This design comes from an exercise in tuning for small area on the open sky130 flow, not from production work.
RTL that was checked went through simulation tests only; none was proved equivalent to the original.
For run 4, only the layout was checked, not whether the RTL still works.
The clock port is modelled as an ideal driver, which makes a skipped or thinned clock tree look cheaper than it is; a real chip needs a root buffer or a tree.
No activity file was given, so power comes from the tool's default toggle rates.

===== flow/flow/cts_args =====
-sink_clustering_enable -repair_clock_nets -dont_use_dummy_load -sink_clustering_size 30 -sink_clustering_max_diameter 200 -buf_list sky130_fd_sc_hd__clkbuf_8

===== flow/flow/run.sh =====
#!/bin/bash
# Layout flow: the standard synthesis; then the combinational logic is
# mapped again for area with several ABC scripts (flip-flops kept exactly as
# synthesized) and the smallest result is kept; then the standard layout
# with the smallest buffer on the ports and a clock tree without dummy loads
# and with a small root buffer.
set -euo pipefail
W=$(pwd)
F=$W/flow
LIB=$FLOW_HOME/platforms/sky130hd/lib/sky130_fd_sc_hd__tt_025C_1v80.lib
R=$W/orfs/results/sky130hd/topmodule/base

bash standard.sh synth > $W/synth.log 2>&1
cp $R/1_2_yosys.v $W/std_synth.v

DU=$(grep -oE 'cell \("?sky130_fd_sc_hd__(lpflow|probe)[A-Za-z0-9_]*' $LIB | sed -E 's/cell \("?//' | tr '\n' ' ')
# candidate ABC scripts: deepsyn with a fixed number of steps and several
# seeds (deterministic), and a plain one
mkdir -p $W/abc
for i in $(seq 1 16); do
    printf 'strash\n&get -n\n&deepsyn -J 1000 -T 300 -S %d\n&put\ndch -f\namap\ntopo\n' $i > $W/abc/s$i.abc
    printf 'strash\n&get -n\n&deepsyn -J 300 -T 100 -S %d\n&put\ndch -f\namap\ntopo\n' $i > $W/abc/s$((i + 16)).abc
done
printf 'strash\ndch -f\namap\ntopo\n' > $W/abc/s0.abc
for s in $W/abc/s*.abc; do
    n=$(basename $s .abc)
    RS_IN=$W/std_synth.v RS_OUT=$W/resynth_$n.v RS_LIB=$LIB RS_SCRIPT=$s RS_DONTUSE="$DU" \
        yosys -c $F/resynth.tcl > $W/resynth_$n.log 2>&1 &
    [[ $(jobs -r | wc -l) -ge ${NUM_CORES:-4} ]] && wait -n
done
wait
best=""; barea=""
for s in $W/abc/s*.abc; do
    n=$(basename $s .abc)
    a=$(grep "Chip area for top module" $W/resynth_$n.log | awk '{print $NF}')
    echo "$n $a" >> $W/resynth_areas.txt
    if [[ -z "$barea" ]] || awk "BEGIN{exit !($a < $barea)}"; then best=$n; barea=$a; fi
done
echo "best $best $barea" >> $W/resynth_areas.txt
cp $W/resynth_$best.v $R/1_2_yosys.v
for f in $W/resynth_s*.v; do [[ $f == $W/resynth_$best.v ]] || rm -f $f; done
touch $R/1_2_yosys.v

export BUFFER_PORTS_ARGS="-buffer_cell sky130_fd_sc_hd__buf_1"
export CTS_ARGS="$(cat $F/cts_args)"
export POST_CTS_TCL=$F/post_cts.tcl
bash standard.sh finish > $W/layout.log 2>&1

===== flow/design.v =====
module topmodule(input clk_in,
    input rst,
    input clr,
    input ent,
    input chg,
    output [4:0] led,
    output [3:0] AN,
    input [3:0] sw,
    output [6:0] seven_out
    );
    reg [1:0] nd;    
    reg [1:0] m3;    
    reg       odd;   
    reg [2:0] m5;    
    always @(posedge clk_in or posedge rst)
        if (rst) begin
            m3 <= 2'b00;
            odd <= 1'b0;
            m5 <= 3'b000;
        end else begin
            m3 <= {m3[0], ~(m3[1] | m3[0])};
            odd <= ~odd;
            m5 <= {m5[1:0], ~(m5[2] | m5[1])};
        end
    wire dtick = m3[1] & ~odd;                             
    wire btick = odd & (nd[0] ~^ m3[1]) & m5[2] & ~m5[1];  
    reg [2:0] e_s, c_s, g_s;
    reg e_p, c_p, g_p;
    always @(posedge clk_in or posedge rst)
        if (rst) begin
            e_s <= 3'b000; c_s <= 3'b000; g_s <= 3'b000;
            e_p <= 1'b0; c_p <= 1'b0; g_p <= 1'b0;
        end else if (btick) begin
            e_s <= {e_s[1:0], ent};
            c_s <= {c_s[1:0], clr};
            g_s <= {g_s[1:0], chg};
            e_p <= e_s[1] & ~e_s[2];
            c_p <= c_s[1] & ~c_s[2];
            g_p <= g_s[1] & ~g_s[2];
        end
    reg [3:0] ls;
    reg [1:0] ev;
    localparam [1:0] EV_SAME = 2'b00, EV_NEXT = 2'b01, EV_FIRST = 2'b11, EV_SPEC = 2'b10;
    reg [3:0] sws;        
    reg [15:0] pw;        
    reg match;            
    reg locked;
    wire l_dig = ~ls[3];
    wire l_idle = ls[3] & ls[0];
    wire l_unl = ls[3] & ~ls[1];
    wire s_chk  = l_dig & ~ls[2] & (ls[1:0] == 2'b11) & (ev == EV_NEXT);
    wire s_rest = (l_dig & ~ls[2] & (ls[1:0] == 2'b11) & (ev == EV_SPEC))
                | (l_dig & ls[2] & (ls[1:0] == 2'b11) & (ev == EV_NEXT))
                | (ls[3] & ~ls[0] & (ev == EV_SAME));
    wire s_idle = l_idle & (ev == EV_SAME);
    wire s_dig  = ~s_chk & ~s_rest & ~s_idle;
    wire s_new  = l_dig ? ls[2] : (ev == EV_SPEC);
    wire [1:0] s_idx = (ev == EV_NEXT) ? ls[1:0] + 2'd1 : (ev == EV_FIRST | ev == EV_SPEC | ~l_dig) ? 2'd00 : ls[1:0];
    always @(posedge clk_in or posedge rst)
        if (rst) begin
            ls <= 4'b1111;
            ev <= 2'b00;
        end else if (btick) begin
            if (s_chk)
                ev <= EV_SPEC;
            else begin
                ls <= s_dig ? {2'b00, s_new, s_idx} : s_rest ? {2'b10, locked | l_dig & ls[2], 1'b0} : 4'b1111;
                if (s_dig)
                    ev <= e_p ? EV_NEXT : c_p ? EV_FIRST : EV_SAME;
                else if (s_idle)
                    ev <= (e_p | c_p) ? EV_FIRST : EV_SAME;
                else
                    ev <= e_p ? EV_FIRST : (g_p & ~locked) ? EV_SPEC : EV_SAME;
            end
        end
    always @(posedge clk_in)
        if (btick) begin
            if (!s_chk) sws <= sw;
            if (s_idle | (s_rest & l_dig & ls[2])) locked <= 1'b1;
            if (s_chk) locked <= match ^ locked;
        end
    assign led[4] = 1'b0;
    assign led[3:0] = ls + 4'd1;
    reg [4:0] ch;       
    wire [1:0] pos = ~ls[1:0];           
    wire above = nd > pos;
    wire at    = nd == pos;
    reg [3:0] pwj;
    always @(*)
        case (nd)
            2'd0: pwj = pw[3:0];
            2'd1: pwj = pw[7:4];
            2'd2: pwj = pw[11:8];
            default: pwj = pw[15:12];
        endcase
    reg [4:0] cc;
    always @(*) begin
        if (!ls[3]) begin
            if (at) cc = {1'b0, sws};
            else if (ls[2] & above) cc = {1'b0, pwj};
            else if (above) cc = 5'b10001;       
            else cc = 5'h0A;                      
        end else if (l_unl) begin                  
            case (nd)
                2'd3: cc = 5'h00;
                2'd2: cc = 5'b10000;
                2'd1: cc = 5'h0E;
                default: cc = 5'h0C;
            endcase
        end else begin                            
            case (nd)
                2'd3: cc = 5'h0F;
                2'd2: cc = 5'h0D;
                2'd1: cc = 5'h05;
                default: cc = 5'h0D;
            endcase
        end
    end
    wire entered = ~ls[3] & (ev == EV_NEXT);
    always @(posedge clk_in)
        if (entered & ~ls[2] & at) match <= (match | ls[1:0] == 2'd0) & (sws == pwj);
    wire [3:0] pwd = sws & {4{~l_idle}};
    wire pw_we = l_idle | (entered & ls[2] & at);
    always @(posedge clk_in)
        if (pw_we)
            case (nd)
                2'd0: pw[3:0] <= pwd;
                2'd1: pw[7:4] <= pwd;
                2'd2: pw[11:8] <= pwd;
                default: pw[15:12] <= pwd;
            endcase
    always @(posedge clk_in or posedge rst)
        if (rst) begin
            nd <= 2'd0;
            ch <= 5'h00;
        end else if (dtick) begin
            nd <= nd + 2'd1;
            ch <= cc;
        end
    wire first = l_idle & ~ch[0];
    assign AN[0] = ~(nd == 2'd1 | (nd == 2'd0 & first));
    assign AN[1] = ~(nd == 2'd2);
    assign AN[2] = ~(nd == 2'd3);
    assign AN[3] = ~(~first & nd == 2'd0);
    reg [6:0] seg;
    always @(*)
        if (ch[4])
            seg = ~ch[0] ? 7'b0011000 : 7'b1111110;
        else
            case (ch[3:0])
                4'h0: seg = 7'b0000001;
                4'h1: seg = 7'b1001111;
                4'h2: seg = 7'b0010010;
                4'h3: seg = 7'b0000110;
                4'h4: seg = 7'b1001100;
                4'h5: seg = 7'b0100100;
                4'h6: seg = 7'b0100000;
                4'h7: seg = 7'b0001111;
                4'h8: seg = 7'b0000000;
                4'h9: seg = 7'b0000100;
                4'hA: seg = 7'b0001000;
                4'hB: seg = 7'b1100000;
                4'hC: seg = 7'b0110001;
                4'hD: seg = 7'b1000010;
                4'hE: seg = 7'b0110000;
                default: seg = 7'b0111000;
            endcase
    assign seven_out = seg;
endmodule

===== flow/flow/post_cts.tcl =====
# The clock root buffer only drives the few leaf buffers of the tree: use a
# small one.
set root [[ord::get_db_block] findInst clkbuf_0_clk_in]
if { $root != "NULL" } {
  replace_cell clkbuf_0_clk_in sky130_fd_sc_hd__clkbuf_2
  puts "post_cts: clock root buffer is now sky130_fd_sc_hd__clkbuf_2"
}

===== flow/config.mk =====
export PLATFORM = sky130hd
export DESIGN_NAME = topmodule
export DESIGN_NICKNAME = topmodule
export VERILOG_FILES = /design/flow/design.v
export SDC_FILE = /design/flow/constraint.sdc
export NUM_CORES = 4
export LEC_CHECK = 0
export ABC_AREA = 1
export CAP_MARGIN = 0
export CORE_MARGIN = 2
export CORE_UTILIZATION = 40
export GPL_TIMING_DRIVEN = 0
export SLEW_MARGIN = 0

===== flow/flow/resynth.tcl =====
# Re-map the combinational logic of a synthesized netlist; flip-flop instances are kept as they are.
# env: RS_IN RS_OUT RS_LIB RS_SCRIPT RS_DONTUSE
yosys read_liberty -ignore_miss_func $::env(RS_LIB)
yosys read_verilog $::env(RS_IN)
yosys hierarchy -top topmodule
yosys setattr -mod -set keep_hierarchy 1 sky130_fd_sc_hd__df* sky130_fd_sc_hd__edf* sky130_fd_sc_hd__sdf* sky130_fd_sc_hd__dl* sky130_fd_sc_hd__conb_1
yosys flatten
yosys opt_clean -purge
yosys stat
set du ""
foreach c $::env(RS_DONTUSE) { append du " -dont_use $c" }
yosys "abc -script $::env(RS_SCRIPT) -liberty $::env(RS_LIB) $du"
yosys opt_clean -purge
yosys hierarchy -top topmodule
yosys splitnets
yosys opt_clean -purge
yosys insbuf -buf sky130_fd_sc_hd__buf_1 A X
yosys "rename -hide w:*.*"
yosys "stat -liberty $::env(RS_LIB)"
yosys "blackbox sky130_fd_sc_hd__*"
yosys write_verilog -noattr -noexpr -nohex -nodec $::env(RS_OUT)

===== flow/constraint.sdc =====
create_clock -name core_clock -period 10.0 [get_ports {clk_in}]
set_input_delay 2.0000 -clock core_clock [delete_from_list [all_inputs] [get_ports {clk_in}]]
set_output_delay 2.0000 -clock core_clock [all_outputs]
set_load 0.01 [all_outputs]

===== flow/standard.sh =====
#!/bin/bash
# synth_recipe.tcl (not shown) runs the flow's synth.tcl, then flattens the netlist and writes it again
# the make line also repeats each setting of config.mk as NAME=value (left out here)
make -C /OpenROAD-flow-scripts/flow DESIGN_CONFIG=/design/flow/config.mk WORK_HOME=/design/flow/orfs CLKGATE_MAP_FILE= SYNTH_SCRIPT=/design/flow/synth_recipe.tcl "${@:-finish}"

==> results of run 1 <==
-- routing by layer --
| metal | up-vias | GRT usage (%) | routed length (um) |
|---|---|---|---|
| met3 | 6 | 3.56 | 252 |
| met4 | 0 | 5.08 | 66 |
| met1 | 859 | 23.0 | 2330 |
| li1 | 930 | - | - |
| met5 | - | 0 | 0 |
| met2 | 47 | 25.6 | 2250 |
-- final cells by class --
type                    count  area (sq um)
flip-flops and latches     53          1440
fillers                   576          3190
plain buffers               1          3.75
well taps                  75          93.8
inverters                  32           120
repair buffers             24          93.8
multi-input cells         162           816
clock buffers               5          60.1
-- report_power, final --
part	switching (mW)	internal (mW)	leakage (nW)	total (mW)
clock network	0.0630	0.0383	0.0329	0.101
logic	0.00393	0.00172	0.350	0.00565
registers	0.000479	0.227	0.572	0.227
total	0.0674	0.267	0.955	0.334
-- registers in the layout, indices dropped and copies added (netlist names) --
register  count
pw           16
ch            5
ls            4
sws           4
c_s           3
e_s           3
g_s           3
m5            3
ev            2
m3            2
nd            2
c_p           1
e_p           1
g_p           1
locked        1
match         1
odd           1
-- worst paths after layout --
check	start	endpoint	slack (ns)	depth (start not counted)
hold reg to reg	m5[0]	m5[1]	0.36	0
min in group asynchronous	rst	m5[2]	1.71	2
max in group asynchronous	rst	nd[1]	7.79	2
hold / removal	m5[0]	m5[1]	0.36	0
setup / recovery	ch[0]	seven_out[5]	6.09	7
setup reg to reg	nd[0]	ev[1]	6.99	8
-- worst max-delay path, delay by kind of cell (launching register included) --
family | cells | cell delay (ns)
buffers and inverters | 3 | 0.44
and+or+nand+nor | 1 | 0.15
DFF | 1 | 0.41
AOI/OAI and AO/OA | 3 | 0.53
-- through the flow --
stage | hold slack (ns) | total power, mW | utilization, % | area [sq um] | setup WS [ns]
floorplan | 0.331 | 0.235 | - | 2370 | 6.35
global placement | 0.344 | 0.237 | 43.9 | 2550 | 4.96
detailed placement | 0.339 | 0.238 | 44.2 | 2570 | 6.52
global route | 0.373 | 0.346 | 45.2 | 2630 | 5.93
finish | 0.358 | 0.334 | 45.2 | 2630 | 6.09
==> metrics.md, run 1 <==
| Metric | Value |
|---|---|
| N_diodes | 0 |
| FMAX | 0.256 GHz |
| RSZ-0062 raised after global routing | no |
| Fin. Hold Viols | 0 |
| Row Count | 28 |
| Fin crit share | 39.1% |
| Setup TNS Final | 0 ns |
| Most frequent cells in the layout | 51 x nor2_1, 32 x clkinv_1, 27 x o21ai_0, 27 x dfrtp_1, 24 x buf_1 |
| Crit path kind | reg2out |
| Slowest-stage cell, CP | dfrtp_1 |
| Final Max Tran Viols | 0 |
| Final min period | 3.91 ns |
| Synth Instances | 248 |
| Initial Util | 40.8% |
| Syn. warnings | 1 |
| Final #Nets | 288 |
| CP startpoint kind | flip-flop |
| Routed via count | 1842 |
| Synth Cell Area | 2370 sq um |
| Number of max-cap violations | 0 |
| Ports | 25 |
| Port Buffers | 23 |
| Worst-path clk slew | 0.08 ns |
| CP Capture Type | output port |
| Most common cell type on the critical path | clkinv_1 |
| Hpwl dp | 3680 um |
| Routability cong. | 0.860 |
| # setup viols final | 0 |
| Die Footprint | 6570 sq um |
| Fin cells | 352 |
| Syn_nets | 257 |
| Die Ht | 81.1 um |
| Largest net degree at the start of global routing | 32 |
| PD cells | 127 nW/um^2 |
| DRT Pass-1 Iters | 4 |
| Initial antenna violation count | 0 |
| CP max FO | 6 |
| Detail Route Antenna Nets | 0 |
| First-pass GRT wire length | 8180 um |
| DR iter-0 viols | 173 |
| DR WL/cell | 13.9 um |
| Clk Latency, worst-skew pair | 0.39 ns |
| Most common cell after layout, fill and taps aside | nor2_1 |
| DP Cell Count | 347 |
| Slew headroom | 27.0% |
| Worst Tran Pin Value | 1.09 ns |
| Critical Path, Cell by Cell | clkinv_1, nand2_1, o21ai_0, a21oi_1, clkinv_1, o22ai_1, buf_1 |
| Vias/cell | 5.23 |
| Worst EP required | 8.00 ns |
| Gr ovfl total | 0 |
| Residual DRC count | 0 |
| Status | complete, no violations |
| Clk_skew | 0.0133 ns |
| Area Overhead vs Synth | 10.7% |
| Peak supply drop | 0.0855 mV |
| GRT Overall Usage | 16.4% |
| Avg Inst Size Synth | 9.58 sq um |
| CTS tree | done |
| Number of global-route vias before repair | 1691 |
| Crit path largest cell delay | 0.41 ns |
| Drt total wl | 4900 um |
| Min-delay worst type | reg2reg |
| CP arrival | 1.91 ns |
| Die X | 81.1 um |
| Core box area | 5820 sq um |
| Share of layout cells above drive strength 1 | 3.97% |
| P_leak | 0.955 nW |
| Clock Sink Count | 53 |
==> run 2, diff against run 1 <==
--- a/flow/flow/run.sh
+++ b/flow/flow/run.sh
@@ -3,7 +3,7 @@
 # mapped again for area with several ABC scripts (flip-flops kept exactly as
 # synthesized) and the smallest result is kept; then the standard layout
 # with the smallest buffer on the ports and a clock tree without dummy loads
-# and with a small root buffer.
+# and without its root buffer.
 set -euo pipefail
 W=$(pwd)
 F=$W/flow
@@ -17,9 +17,8 @@
 # candidate ABC scripts: deepsyn with a fixed number of steps and several
 # seeds (deterministic), and a plain one
 mkdir -p $W/abc
-for i in $(seq 1 16); do
-    printf 'strash\n&get -n\n&deepsyn -J 1000 -T 300 -S %d\n&put\ndch -f\namap\ntopo\n' $i > $W/abc/s$i.abc
-    printf 'strash\n&get -n\n&deepsyn -J 300 -T 100 -S %d\n&put\ndch -f\namap\ntopo\n' $i > $W/abc/s$((i + 16)).abc
+for i in $(seq 1 32); do
+    printf 'strash\n&get -n\n&deepsyn -J 300 -T 100 -S %d\n&put\ndch -f\namap\ntopo\n' $i > $W/abc/s$i.abc
 done
 printf 'strash\ndch -f\namap\ntopo\n' > $W/abc/s0.abc
 for s in $W/abc/s*.abc; do
==> flow/flow/post_cts.tcl (replaced) <==
set block [ord::get_db_block]
set root [$block findInst clkbuf_0_clk_in]
if { $root != "NULL" } {
  set in_net [[$root findITerm A] getNet]
  set out_net [[$root findITerm X] getNet]
  set loads {}
  foreach it [$out_net getITerms] {
    if { [$it getInst] != $root } { lappend loads $it }
  }
  if { [llength $loads] <= 4 && [llength [$out_net getBTerms]] == 0 } {
    foreach it $loads {
      $it disconnect
      $it connect $in_net
    }
    [$root findITerm A] disconnect
    [$root findITerm X] disconnect
    odb::dbInst_destroy $root
    odb::dbNet_destroy $out_net
    puts "post_cts: clock root buffer removed, clk_in drives [llength $loads] leaf buffers"
  } else {
    replace_cell clkbuf_0_clk_in sky130_fd_sc_hd__clkbuf_2
    puts "post_cts: clock root buffer is now sky130_fd_sc_hd__clkbuf_2"
  }
}
==> run 2 against run 1 <==
Net effect: still clean; register-to-register slack barely moved; utilization fell by 0.086 points; clock skew rose by 0.0011 ns; flip-flop and latch count did not move; via count fell by 0.71%; combinational power barely moved; total power fell by 3.7%; critical endpoint unchanged; largest cell class unchanged.
==> metrics.md, run 2 <==
| Metric | Value |
|---|---|
| Status | complete, no violations |
| Top sig layer | met4 |
| CP arrival | 1.67 ns (-0.24 ns) |
| First-pass GRT wire length | 8130 um (-0.59%) |
| Hpwl dp | 3680 um (unchanged) |
| Vias/cell | 5.21 (-0.42%) |
| Largest register FFs | 16 (unchanged) |
| Worst path bufs/invs | 3 (unchanged) |
| Largest net degree at the start of global routing | 32 (unchanged) |
| Met2 Routed Length | 2210 um (-1.5%) |
| Most frequent cells in the layout | 51 x nor2_1, 32 x clkinv_1, 27 x o21ai_0, 27 x dfrtp_1, 24 x buf_1 |
| Slowest-stage cell, CP | dfrtp_1 |
| Detail Route Antenna Nets | 0 (unchanged) |
| Share of layout cells above drive strength 1 | 3.62% (-0.35 points) |
| DP Cell Count | 347 (unchanged) |
| Worst-path clk slew | 0.08 ns (about the same) |
| Power, Total | 322 uW (-3.7%) |
| Clk_skew | 0.0144 ns (+0.00115 ns) |
| Residual DRC count | 0 (unchanged) |
| GRT Overall Usage | 16.1% (-0.29 points) |
| RSZ-0062 raised after global routing | no |
| Synth Instances | 248 (unchanged) |
| Row Count | 28 (unchanged) |
| Reg2reg end | ev[1] |
| Worst R2R Start | nd[0] |
| Number of global-route vias before repair | 1685 (-0.35%) |
| Gr ovfl total | 0 (unchanged) |
| Crit path depth | 7 (unchanged) |
| Die Footprint | 6570 sq um (unchanged) |
| DR WL/cell | 13.8 um (-0.58%) |
| Peak supply drop | 0.0859 mV (+0.53%) |
| Most common cell type on the critical path | clkinv_1 |
| Comb power frac | 1.8% (about the same) |
| Initial Util | 40.8% (unchanged) |
| Avg Inst Size Synth | 9.58 sq um (unchanged) |
| Fin cells | 351 (-0.28%) |
| N_diodes | 0 (unchanged) |
| # setup viols final | 0 (unchanged) |
| CP max FO | 6 (unchanged) |
| Die Ht | 81.1 um (unchanged) |
| PD cells | 123 nW/um^2 (-3.5%) |
| Routed via count | 1829 (-0.71%) |
| Crit path kind | reg2out |
| CP startpoint kind | flip-flop |
| FMAX | 0.272 GHz (+6.4%) |
| Area Overhead vs Synth | 10.5% |
| Fill cell count | 577 (+0.17%) |
| Switching Fraction | 17.6% (-2.5 points) |
| Flop pwr share | 70.6% (+2.6 points) |
| Number of max-cap violations | 0 (unchanged) |
| Clock Sink Count | 53 (unchanged) |
| Crit path largest cell delay | 0.41 ns (about the same) |
| Clk pwr share | 27.7% (-2.6 points) |
| Final Instance Area | 2620 sq um (-0.19%) |
| Die X | 81.1 um (unchanged) |
| Slew headroom | 27.1% (+0.11 points) |
| Worst EP required | 8.00 ns (about the same) |
| Area after DPL | 2570 sq um (unchanged) |
| Met3 routed WL | 232 um (-7.9%) |
| Setup TNS Final | 0 ns (unchanged) |
| Fin. Hold Viols | 0 (unchanged) |
| Routability cong. | 0.860 (unchanged) |
| Core box area | 5820 sq um (unchanged) |
| Final #Nets | 287 (-0.35%) |
| Synth Cell Area | 2370 sq um (unchanged) |
| Area of the multi-input gates | 816 sq um (unchanged) |
| P_sw | 56.7 uW (-16%) |
| Final min period | 3.67 ns (-0.234 ns) |
| Min-delay worst type | reg2reg |
| DRT Pass-1 Iters | 4 (unchanged) |
| Most common cell after layout, fill and taps aside | nor2_1 |
| Clk Latency, worst-skew pair | 0.15 ns (-0.24 ns) |
| Flop2flop setup slack | 6.98 ns (about the same) |
| Port Buffers | 23 (unchanged) |
| Family with the most delay on the worst path | compound AO/OA/AOI/OAI gates |
| P_leak | 0.951 nW (-0.43%) |
| Initial antenna violation count | 0 (unchanged) |
| Fin crit share | 36.7% (-2.3 points) |
| Internal power | 265 uW (-0.59%) |
| Drt total wl | 4850 um (-0.86%) |
| Critical Path, Cell by Cell | clkinv_1, nand2_1, o21ai_0, a21oi_1, clkinv_1, o22ai_1, buf_1 |
| Crit path capture | seven_out[5] |
| Largest regs | pw x16, ch x5 |
| Ports | 25 (unchanged) |
| Worst setup path startpoint | ch[0] |
| R2r worst-path depth | 8 (unchanged) |
| CP Capture Type | output port |
| Syn. warnings | 1 (unchanged) |
| Final Max Tran Viols | 0 (unchanged) |
| Syn_nets | 257 (unchanged) |
| DRT met1 WL | 2360 um (+1.4%) |
| Biggest register | pw |
| FF/Latch Area | 1440 sq um (unchanged) |
| DR iter-0 viols | 146 (-16%) |
| Worst Tran Pin Value | 1.09 ns (-0.00162 ns) |
==> run 2: worst reg2reg max path, stage by stage, from the launching register on <==
cell	delay, ns
dfrtp_1	0.49
clkinv_1	0.19
o22ai_1	0.11
nor4b_2	0.62
buf_4	0.29
clkinv_1	0.35
nor2_1	0.51
o221ai_1	0.22
o21a_1	0.15
==> run 2: stage by stage <==
stage	worst slack [ns]	util [%]	hold WS (ns)
after floorplan	6.35	-	0.331
after global placement	4.96	43.9	0.344
after global routing	6.18	45.1	0.373
final	6.33	45.1	0.358
after detailed placement	6.52	44.2	0.339
==> run 2: area by class of cell <==
class	count	area share, %
buffer	1	0.143
clock buffer	4	2.10
inverter	32	4.58
multi-input combinational	162	31.1
sequential	53	54.9
tap	75	3.58
timing repair buffer	24	3.58
==> run 2: how the worst min path moves through the flow <==
stage,cells after the start,endpoint,from
finish,0,m5[1],m5[0]
global route,0,m5[1],m5[0]
detailed placement,0,m5[1],m5[0]
global placement,0,m5[1],m5[0]
floorplan,0,m5[1],m5[0]
==> run 2: per-layer routing <==
layer  track usage (%)  vias to the layer above
met3              3.22                        4
met2              25.6                       43
li1                  -                      929
met1              23.0                      853
met5                 0                        -
met4              3.56                        0
==> run 2: power by group through the flow <==
stage	registers [mW]	logic (mW)	clock network (mW)
after detailed placement	0.232	0.00588	0
after global placement	0.232	0.00580	0
after floorplan	0.232	0.00377	0
after global routing	0.227	0.00709	0.100
final	0.227	0.00564	0.0891
==> run 3, diff against run 2 <==
--- a/flow/flow/run.sh
+++ b/flow/flow/run.sh
@@ -17,7 +17,7 @@
 # candidate ABC scripts: deepsyn with a fixed number of steps and several
 # seeds (deterministic), and a plain one
 mkdir -p $W/abc
-for i in $(seq 1 32); do
+for i in $(seq 1 64); do
     printf 'strash\n&get -n\n&deepsyn -J 300 -T 100 -S %d\n&put\ndch -f\namap\ntopo\n' $i > $W/abc/s$i.abc
 done
 printf 'strash\ndch -f\namap\ntopo\n' > $W/abc/s0.abc
==> run 3 against run 2 <==
Net effect: still clean; clock-buffer cell count did not move; via count increased by 0.11%; clock power shrank 1%; wire length fell by 4.2%; critical path depth is 1 lower; non-clock buffer count is the same; total power is 0.25% lower; first-iteration DRC count shrank 29%; largest cell class unchanged.
==> metrics.md, run 3 <==
| Metric | Value |
|---|---|
| GRT Overall Usage | 15.5% (-0.66 points) |
| Routed via count | 1831 (+0.11%) |
| Hpwl dp | 3560 um (-3.2%) |
| Gr ovfl total | 0 (unchanged) |
| Initial antenna violation count | 0 (unchanged) |
| Detail Route Antenna Nets | 0 (unchanged) |
| P_leak | 0.946 nW (-0.52%) |
| R2r worst-path depth | 11 (+3) |
| FMAX | 0.244 GHz (-10%) |
| First-pass GRT wire length | 7850 um (-3.5%) |
| DRT Pass-1 Iters | 4 (unchanged) |
| # setup viols final | 0 (unchanged) |
| Clock Sink Count | 53 (unchanged) |
| Final #Nets | 280 (-2.4%) |
| Min-delay worst type | reg2reg |
| Ports | 25 (unchanged) |
| DR iter-0 viols | 103 (-29%) |
| Die X | 81.0 um (about the same) |
| Initial Util | 40.7% (-0.086 points) |
| Syn_nets | 250 (-2.7%) |
| Reg2reg end | ls[1] |
| CP arrival | 2.11 ns (+0.44 ns) |
| Routability cong. | 0.852 (-0.94%) |
| Slew headroom | 28.2% (+1.1 points) |
| Worst-path clk slew | 0.09 ns (about the same) |
| CP Capture Type | output port |
| Biggest register | pw |
| Largest regs | pw x16, ch x5 |
| Fin cells | 344 (-2.0%) |
| Clk_skew | 0.0148 ns (+0.000374 ns) |
| Residual DRC count | 0 (unchanged) |
| DR WL/cell | 13.5 um (-2.2%) |
| Flop2flop setup slack | 6.86 ns (-0.12 ns) |
| Worst Tran Pin Value | 1.07 ns (-0.0167 ns) |
| RSZ-0062 raised after global routing | no |
| Largest net degree at the start of global routing | 32 (unchanged) |
| Die Ht | 81.0 um (about the same) |
| Crit path capture | AN[3] |
| DP Cell Count | 340 (-2.0%) |
| Number of max-cap violations | 0 (unchanged) |
| Row Count | 28 (unchanged) |
| Drt total wl | 4650 um (-4.2%) |
| M2 GR Usage | 23.7% (-1.9 points) |
| Crit path kind | reg2out |
| PD cells | 123 nW/um^2 (about the same) |
| Synth Cell Area | 2370 sq um (-0.21%) |
| Share of layout cells above drive strength 1 | 3.72% (+0.094 points) |
| Final min period | 4.11 ns (+0.431 ns) |
| Fin. Hold Viols | 0 (unchanged) |
| Synth Instances | 241 (-2.8%) |
| Vias/cell | 5.32 (+2.1%) |
| Most frequent cells in the layout | 50 x nor2_1, 36 x clkinv_1, 27 x dfrtp_1, 24 x buf_1, 22 x edfxtp_1 |
| Hold_sp | m5[0] |
| Largest register FFs | 16 (unchanged) |
| Syn. warnings | 1 (unchanged) |
| Number of global-route vias before repair | 1607 (-4.6%) |
| Avg Inst Size Synth | 9.83 sq um (+2.7%) |
| CP startpoint kind | flip-flop |
| Pre-CTS setup slack | 6.04 ns (-0.473 ns) |
| Fin crit share | 41.1% (+4.3 points) |
| Core box area | 5820 sq um (unchanged) |
| Status | complete, no violations |
| Grt met3 use | 2.78% (-0.44 points) |
| Worst R2R Start | nd[0] |
| Post-route setup slack | 5.89 ns (-0.431 ns) |
| Area Overhead vs Synth | 10.5% (about the same) |
| Worst setup path startpoint | ls[3] |
| CP max FO | 8 (+2) |
| Port Buffers | 23 (unchanged) |
| Grt peak-use layer | met2 |
| Die Footprint | 6560 sq um (-0.20%) |
| Peak supply drop | 0.0677 mV (-21%) |
| Final Max Tran Viols | 0 (unchanged) |
| N_diodes | 0 (unchanged) |
| Met1 Use GR | 22.7% (-0.30 points) |
| Setup TNS Final | 0 ns (unchanged) |
| Worst EP required | 8.00 ns (about the same) |
| Clk Latency, worst-skew pair | 0.15 ns (about the same) |
| Most common cell after layout, fill and taps aside | nor2_1 |
run 3: power breakdown:
| group | internal, mW | leakage, nW | switching (mW) | total [mW] |
|---|---|---|---|---|
| clock | 0.0367 | 0.0288 | 0.0513 | 0.0881 |
| combinational | 0.00197 | 0.325 | 0.00364 | 0.00561 |
| sequential | 0.227 | 0.592 | 0.000640 | 0.227 |
| total | 0.265 | 0.946 | 0.0556 | 0.321 |
run 3: metrics by stage:
| step | util, % | instance area (sq um) | hold slack (ns) | power, mW |
|---|---|---|---|---|
| after floorplan | - | 2370 | 0.331 | 0.236 |
| after global placement | 43.8 | 2550 | 0.333 | 0.238 |
| after detailed placement | 44.1 | 2560 | 0.349 | 0.238 |
| after global routing | 45.0 | 2620 | 0.374 | 0.331 |
| final | 45.0 | 2620 | 0.355 | 0.321 |
run 3: layer usage:
| layer | vias to the layer above | wire length, um |
|---|---|---|
| met2 | 40 | 2050 |
| met4 | 0 | 57 |
| met3 | 6 | 211 |
| li1 | 912 | - |
| met5 | - | 0 |
| met1 | 873 | 2330 |
run 3: critical path, cell delays in order, from the launching register on:
cell and delay [ns]:
dfstp_2 0.62, clkinv_1 0.21, nor2_1 0.47, clkinv_1 0.24, nor2_1 0.16, or3_1 0.12, buf_1 0.15
run 3: how the worst min path moves through the flow:
stage / slack [ns] / depth (start not counted) / endpoint
global route: 0.37 / 0 / m5[1]
finish: 0.36 / 0 / m5[1]
floorplan: 0.33 / 0 / m5[1]
detailed placement: 0.35 / 0 / m5[1]
global placement: 0.33 / 0 / m5[1]
run 3: layout make-up:
cell class | count | area [sq um]
timing repair buffer | 24 | 93.8
fill | 602 | 3200
multi-input combinational | 151 | 796
clock buffer | 4 | 55.1
sequential | 53 | 1440
tap | 75 | 93.8
buffer | 1 | 3.75
inverter | 36 | 135
==> run 4, diff against run 3 <==
--- a/flow/design.v
+++ b/flow/design.v
@@ -38,7 +38,8 @@
             c_p <= c_s[1] & ~c_s[2];
             g_p <= g_s[1] & ~g_s[2];
         end
-    reg [3:0] ls;
+    reg [3:0] ls_n;               
+    wire [3:0] ls = ~ls_n;
     reg [1:0] ev;
     localparam [1:0] EV_SAME = 2'b00, EV_NEXT = 2'b01, EV_FIRST = 2'b11, EV_SPEC = 2'b10;
     reg [3:0] sws;        
@@ -58,13 +59,13 @@
     wire [1:0] s_idx = (ev == EV_NEXT) ? ls[1:0] + 2'd1 : (ev == EV_FIRST | ev == EV_SPEC | ~l_dig) ? 2'd00 : ls[1:0];
     always @(posedge clk_in or posedge rst)
         if (rst) begin
-            ls <= 4'b1111;
+            ls_n <= 4'b0000;
             ev <= 2'b00;
         end else if (btick) begin
             if (s_chk)
                 ev <= EV_SPEC;
             else begin
-                ls <= s_dig ? {2'b00, s_new, s_idx} : s_rest ? {2'b10, locked | l_dig & ls[2], 1'b0} : 4'b1111;
+                ls_n <= ~(s_dig ? {2'b00, s_new, s_idx} : s_rest ? {2'b10, locked | l_dig & ls[2], 1'b0} : 4'b1111);
                 if (s_dig)
                     ev <= e_p ? EV_NEXT : c_p ? EV_FIRST : EV_SAME;
                 else if (s_idle)
==> run 4 against run 3 <==
Net effect: still clean; register-to-register slack worse by 0.40 ns; maximum frequency is 9.0% higher; die area is 0.20% higher; utilization is 0.086 points higher; non-clock buffer count is 1 higher.
==> metrics.md, run 4 <==
| Metric | Value |
|---|---|
| Status | complete, no violations |
| Flop pwr share | 70.5% (-0.3 points) |
| Number of global-route vias before repair | 1676 (+4.3%) |
| Largest net degree at the start of global routing | 32 (unchanged) |
| DR iter-0 viols | 102 (-0.97%) |
| CP startpoint kind | flip-flop |
| Die Footprint | 6570 sq um (+0.20%) |
| Worst path bufs/invs | 2 (-1) |
| Worst Tran Pin Value | 1.09 ns (+0.0174 ns) |
| Syn_nets | 247 (-1.2%) |
| Comb power frac | 1.8% (about the same) |
| Core box area | 5820 sq um (unchanged) |
| WHS | 0.370 ns (+0.0150 ns) |
| Final Max Tran Viols | 0 (unchanged) |
| Most common cell after layout, fill and taps aside | nor2_1 |
| CP Capture Type | output port |
| Critical Path, Cell by Cell | clkinv_1, o22ai_1, nor3_1, a211o_1, a21oi_1, o21ai_0, buf_1 |
| GRT Overall Usage | 15.8% (+0.30 points) |
| Fin. Hold Viols | 0 (unchanged) |
| Peak supply drop | 0.0712 mV (+5.3%) |
| Slew headroom | 27.1% (-1.2 points) |
| Ports | 25 (unchanged) |
| Worst EP required | 8.00 ns (about the same) |
| DRT Pass-1 Iters | 5 (+1) |
| N_diodes | 0 (unchanged) |
| RSZ-0062 raised after global routing | no |
| Setup TNS Final | 0 ns (unchanged) |
| Slowest-stage cell, CP | dfrtp_1 |
| Final min period | 3.77 ns (-0.337 ns) |
| P_sw | 57.2 uW (+2.8%) |
| Clk pwr share | 27.8% (+0.4 points) |
| Die Ht | 81.1 um (about the same) |
| Vias/cell | 5.40 (+1.4%) |
| FMAX | 0.265 GHz (+9.0%) |
| Most frequent cells in the layout | 39 x nor2_1, 36 x clkinv_1, 31 x dfrtp_1, 25 x buf_1, 22 x edfxtp_1 |
| Share of layout cells above drive strength 1 | 2.26% (-1.5 points) |
| Row Count | 28 (unchanged) |
| Synth Instances | 238 (-1.2%) |
| Clk Latency, worst-skew pair | 0.15 ns (about the same) |
| Routed via count | 1840 (+0.49%) |
| Fill cell count | 576 (-4.3%) |
| Syn. warnings | 1 (unchanged) |
| Largest regs | pw x16, ch x5, sws x4 |
| Initial antenna violation count | 0 (unchanged) |
| P_leak | 0.951 nW (+0.50%) |
| Crit path largest cell delay | 0.46 ns (-0.16 ns) |
| DR WL/cell | 14.4 um (+6.8%) |
| Gr ovfl total | 0 (unchanged) |
| Final #Nets | 277 (-1.1%) |
| CP max FO | 7 (-1) |
| Crit path kind | reg2out |
| Worst-path clk slew | 0.09 ns (about the same) |
| Number of max-cap violations | 0 (unchanged) |
| Fin cells | 341 (-0.87%) |
| CP arrival | 1.77 ns (-0.34 ns) |
| Die X | 81.1 um (about the same) |
| Synth Cell Area | 2370 sq um (+0.21%) |
| Fin crit share | 37.7% (-3.4 points) |
| Final Instance Area | 2620 sq um (+0.19%) |
| Initial Util | 40.8% (+0.086 points) |
| PD cells | 123 nW/um^2 (+0.28%) |
| Residual DRC count | 0 (unchanged) |
| Area Overhead vs Synth | 10.5% (about the same) |
| Detail Route Antenna Nets | 0 (unchanged) |
| Clk_skew | 0.00897 ns (-0.00584 ns) |
| Internal power | 265 uW (about the same) |
| DP Cell Count | 337 (-0.88%) |
| First-pass GRT wire length | 8020 um (+2.2%) |
| Largest register FFs | 16 (unchanged) |
| Port Buffers | 23 (unchanged) |
| Min-delay worst type | reg2reg |
| Clock Sink Count | 53 (unchanged) |
| Drt total wl | 4920 um (+5.8%) |
| Area after DPL | 2570 sq um (+0.20%) |
| Family with the most delay on the worst path | compound AO/OA/AOI/OAI gates |
| Biggest register | pw |
| Avg Inst Size Synth | 9.98 sq um (+1.5%) |
| Switching Fraction | 17.7% (+0.41 points) |
| # setup viols final | 0 (unchanged) |
| Hpwl dp | 3600 um (+1.0%) |
| Power, Total | 323 uW (+0.47%) |
| Routability cong. | 0.840 (-1.3%) |
==> run 4: path summary, 6_finish.rpt <==
path | start | cells after the start | slack, ns | to
setup reg to reg | nd[0] | 8 | 6.46 | ls_n[1]
setup / recovery | ch[0] | 7 | 6.23 | seven_out[1]
max in group asynchronous | rst | 2 | 7.55 | g_p
hold / removal | m5[0] | 0 | 0.37 | m5[1]
hold reg to reg | m5[0] | 0 | 0.37 | m5[1]
min in group asynchronous | rst | 2 | 1.95 | c_s[1]
==> run 4: worst register-to-register path: stages, from the launching register on <==
cell	delay, ns
dfrtp_1	0.49
clkinv_1	0.17
o22ai_1	0.12
nor4b_2	0.67
clkinv_1	0.55
nor2_1	0.58
clkinv_1	0.28
o41ai_1	0.41
o41ai_1	0.13
==> run 4: power by group through the flow <==
stage / Clock [mW] / Sequential [mW] / Combinational (mW)
after global routing: 0.101 / 0.228 / 0.00692
final: 0.0896 / 0.227 / 0.00574
after floorplan: 0 / 0.232 / 0.00390
after global placement: 0 / 0.232 / 0.00585
after detailed placement: 0 / 0.232 / 0.00607
==> run 4: per-layer routing <==
layer	GRT usage, %	part of all wire, %
met1	23.0	48
met2	25.1	46
met3	2.67	4.7
met4	3.05	0.85
met5	0	0
==> run 4: per-stage QoR <==
| step | worst slack [ns] | utilization [%] |
|---|---|---|
| floorplan | 6.00 | - |
| finish | 6.23 | 45.1 |
| global route | 6.08 | 45.1 |
| global placement | 4.42 | 43.9 |
| detailed placement | 6.43 | 44.2 |
==> run 4: cell type report <==
cell class | instances | area [sq um] | share of cell area, %
clock buffers | 4 | 55.1 | 2.10
plain buffers | 2 | 7.51 | 0.286
well taps | 75 | 93.8 | 3.58
multi-input cells | 147 | 802 | 30.6
inverters | 36 | 135 | 5.15
flip-flops and latches | 53 | 1440 | 54.7
repair buffers | 24 | 93.8 | 3.58

## re-timing with driven ports
The flow's constraints put no driver on any port. The routed layouts listed below were extracted and timed again, unchanged, in two steps. Step 1 sets driving cells, clkbuf_16 on the clock port and buf_2 on the other inputs (assumed; they add their load-dependent delay and slew). Step 2 also shifts input and output timing later by t, the mid clock arrival at the registers, as if the neighbouring blocks saw the same clock. Slacks: no drivers / after step 1 / after step 2; pairs: no drivers / after step 1.
run	t (ns)	setup WS [ns]	worst register clock-pin slew, ns
run 1	0.409	6.092 / 6.067 / 6.477	0.09 / 0.09
run 2	0.201	6.326 / 6.271 / 6.471	0.09 / 0.09
run 3	0.193	5.895 / 5.841 / 6.033	0.09 / 0.09
run 4	0.196	6.232 / 6.181 / 6.376	0.09 / 0.09
After both steps setup and hold are still met in every run listed.
